This is an optimization exercise on Yosys and OpenROAD, whose aim is small area, not a production implementation.
The RTL was checked by simulation tests, not by an equivalence proof against the original design.

Design total_fir, start of the top module:
module total_fir(total_out, x_in, clk);
	input clk;
	input signed [7:0] x_in;
	output signed [15:0] total_out;
	reg [7:0] e0;
	reg [7:0] e1;
	reg [7:0] e2;
	reg [7:0] e3;
	reg [7:0] e4;
	reg [7:0] e5;
	reg [7:0] e6;
	reg [7:0] e7;
	reg [7:0] e8;
	reg [7:0] e9;
	reg [7:0] e10;
	reg [7:0] e11;
	reg [7:0] e12;
	reg [7:0] e13;
	reg [7:0] e14;
	reg [7:0] e15;
	reg [7:0] e16;
	reg [7:0] e17;
	reg r425;
	reg r426;
	reg r491;
	reg r492;
	reg r493;
	reg r554;
	reg r601;
	reg r602;
	reg r635;
	reg r636;
	reg r637;
	reg r664;
	reg r681;
	reg r682;
	reg r691;
	reg r692;
	reg r697;
	reg r698;
	reg r705;
	reg r706;
	reg r707;
	reg r708;
	wire o5;
	wire o6;
	wire o7;
	wire o8;
	wire o16;
	wire w1;
	wire w2;
	wire w3;
	wire w4;
	wire w5;
	wire w6;
	wire w7;
	wire w8;
	wire w9;
	wire w10;
	wire w11;
	wire w12;
	wire w13;
	wire w14;
	wire w15;
	wire w16;
	wire w17;
	wire w18;
	wire w19;
	wire w20;
	wire w21;
	wire w22;
	wire w23;
	wire w24;
	wire w25;
	wire w26;
	wire w27;
	wire w28;
	wire w29;
	wire w30;
	wire w31;
	wire w32;
	wire w33;
	wire w34;
	wire w35;
	wire w36;
	wire w37;
	wire w38;
  ...
export LEC_CHECK = 0
export CAP_MARGIN = 20
export CORE_MARGIN = 2
export CORE_UTILIZATION = 40
export SLEW_MARGIN = 20
export SYNTH_HIERARCHICAL = 1
export SYNTH_MINIMUM_KEEP_SIZE = 0
create_clock -name core_clock -period 5.0 [get_ports {clk}]
standard.sh (not shown) runs the stock make flow with config.mk's settings and CLKGATE_MAP_FILE= SYNTH_SCRIPT=/design/flow/synth_recipe.tcl, a recipe that flattens the netlist after the stock synthesis.
==> flow/flow/run.sh <==
#!/bin/bash
# The standard layout (standard.sh, the ORFS flow), with ORFS's own variables set for two steps:
#  - clock tree synthesis without dummy balancing loads, built from clkbuf_8 cells;
#  - port buffering with the smallest buffer cell (every input and output still gets a buffer).
# The full ORFS output goes to standard.log in this folder (per-step logs under orfs/logs).
export CTS_ARGS="-sink_clustering_enable -repair_clock_nets -dont_use_dummy_load -buf_list sky130_fd_sc_hd__clkbuf_8"
export BUFFER_PORTS_ARGS="-buffer_cell sky130_fd_sc_hd__buf_1"
bash standard.sh > standard.log 2>&1
Edit:
--- a/flow/design.v
+++ b/flow/design.v
@@ -1209,37 +1209,33 @@
 	fa uw648 (.a(w608), .b(w642), .c(w610), .s(w648), .co(w649));
 	fa uw650 (.a(w644), .b(w612), .c(w646), .s(w650), .co(w651));
 	fa uw652 (.a(w614), .b(w616), .c(w648), .s(w652), .co(w653));
 	fa uw654 (.a(w618), .b(w650), .c(w620), .s(w654), .co(w655));
 	fa uw656 (.a(w622), .b(w652), .c(w624), .s(w656), .co(w657));
 	fa uw658 (.a(w654), .b(w626), .c(w628), .s(w658), .co(w659));
 	fa uw660 (.a(w656), .b(w630), .c(w658), .s(w660), .co(w661));
 	fa uw662 (.a(w632), .b(w660), .c(w634), .s(w662), .co(w663));
 	ha uw667 (.a(r664), .b(w639), .s(w667), .co(w668));
-	xr uw665 (.a(w667), .b(w641), .s(w665));
-	ao uw666 (.g(w668), .p(w667), .c(w641), .co(w666));
+	cs uw665 (.g(w668), .p(w667), .c(w641), .s(w665), .co(w666));
 	fa uw669 (.a(e11[7]), .b(n12), .c(n38), .s(w669), .co(w670));
 	fa uw671 (.a(w643), .b(w645), .c(w669), .s(w671), .co(w672));
 	fa uw673 (.a(w647), .b(w649), .c(w671), .s(w673), .co(w674));
 	fa uw675 (.a(w651), .b(w653), .c(w673), .s(w675), .co(w676));
 	fa uw677 (.a(w655), .b(w675), .c(w657), .s(w677), .co(w678));
 	fa uw679 (.a(w659), .b(w677), .c(w661), .s(w679), .co(w680));
 	ha uw685 (.a(r681), .b(r682), .s(w685), .co(w686));
-	xr uw683 (.a(w685), .b(w666), .s(w683));
-	ao uw684 (.g(w686), .p(w685), .c(w666), .co(w684));
+	cs uw683 (.g(w686), .p(w685), .c(w666), .s(w683), .co(w684));
 	fa uw687 (.a(w670), .b(w672), .c(w674), .s(w687), .co(w688));
 	fa uw689 (.a(w676), .b(w687), .c(w678), .s(w689), .co(w690));
 	ha uw695 (.a(r691), .b(r692), .s(w695), .co(w696));
-	xr uw693 (.a(w695), .b(w684), .s(w693));
-	ao uw694 (.g(w696), .p(w695), .c(w684), .co(w694));
+	cs uw693 (.g(w696), .p(w695), .c(w684), .s(w693), .co(w694));
 	ha uw701 (.a(r697), .b(r698), .s(w701), .co(w702));
-	xr uw699 (.a(w701), .b(w694), .s(w699));
-	ao uw700 (.g(w702), .p(w701), .c(w694), .co(w700));
+	cs uw699 (.g(w702), .p(w701), .c(w694), .s(w699), .co(w700));
 	assign w703 = w700 ^ 1'b1;
 	assign total_out[0] = r705;
 	assign total_out[1] = r706;
 	assign total_out[2] = r707;
 	assign total_out[3] = r708;
 	assign total_out[4] = w427;
 	assign total_out[5] = w496;
 	assign total_out[6] = w555;
 	assign total_out[7] = w603;
@@ -1250,19 +1246,17 @@
 	assign total_out[12] = w699;
 	assign total_out[13] = w703;
 	assign total_out[14] = w703;
 	assign total_out[15] = w703;
 endmodule
 module fa(input a, input b, input c, output s, output co);
 	assign s = a ^ b ^ c;
 	assign co = (a & b) | (a & c) | (b & c);
 endmodule
-module xr(input a, input b, output s);
-	assign s = a ^ b;
-endmodule
-module ao(input g, input p, input c, output co);
+module cs(input g, input p, input c, output s, output co);
+	assign s = p ^ c;
 	assign co = g | (p & c);
 endmodule
 module ha(input a, input b, output s, output co);
 	assign s = a ^ b;
 	assign co = a & b;
 endmodule
This time the run completed, yet does not pass: negative setup slack.
Hold slack loses 0.021 ns.
Die area is about the same.
Via count fell slightly.
Core utilization rises by 0.34 points.
Worst setup slack degrades by 0.39 ns.

-- what the ideal ports hide --
Ports are ideal in the flow. The routed layouts listed here were re-timed in OpenROAD. Step 1, drivers: a clkbuf_16 drives clk and a buf_2 each remaining input, both assumed. Step 2 adds t to the input delays and takes it off the output delays; t is the mean of the earliest and latest rising clock arrival at the registers after step 1. Input paths then give back, and output paths get back, about the clock's delay inside the block. Slacks: ideal ports / drivers / drivers and shift; pairs: ideal ports / drivers.
run	t (ns)	setup slack, ns	hold WS [ns]	worst setup path after step 2	pins driven straight from the clock port
the first run	0.487	0.376 / 0.376 / 0.376	0.337 / 0.337 / 0.337	register to register	1
the second run	0.494	-0.017 / -0.059 / 0.396	0.317 / 0.317 / 0.317	register to register	1
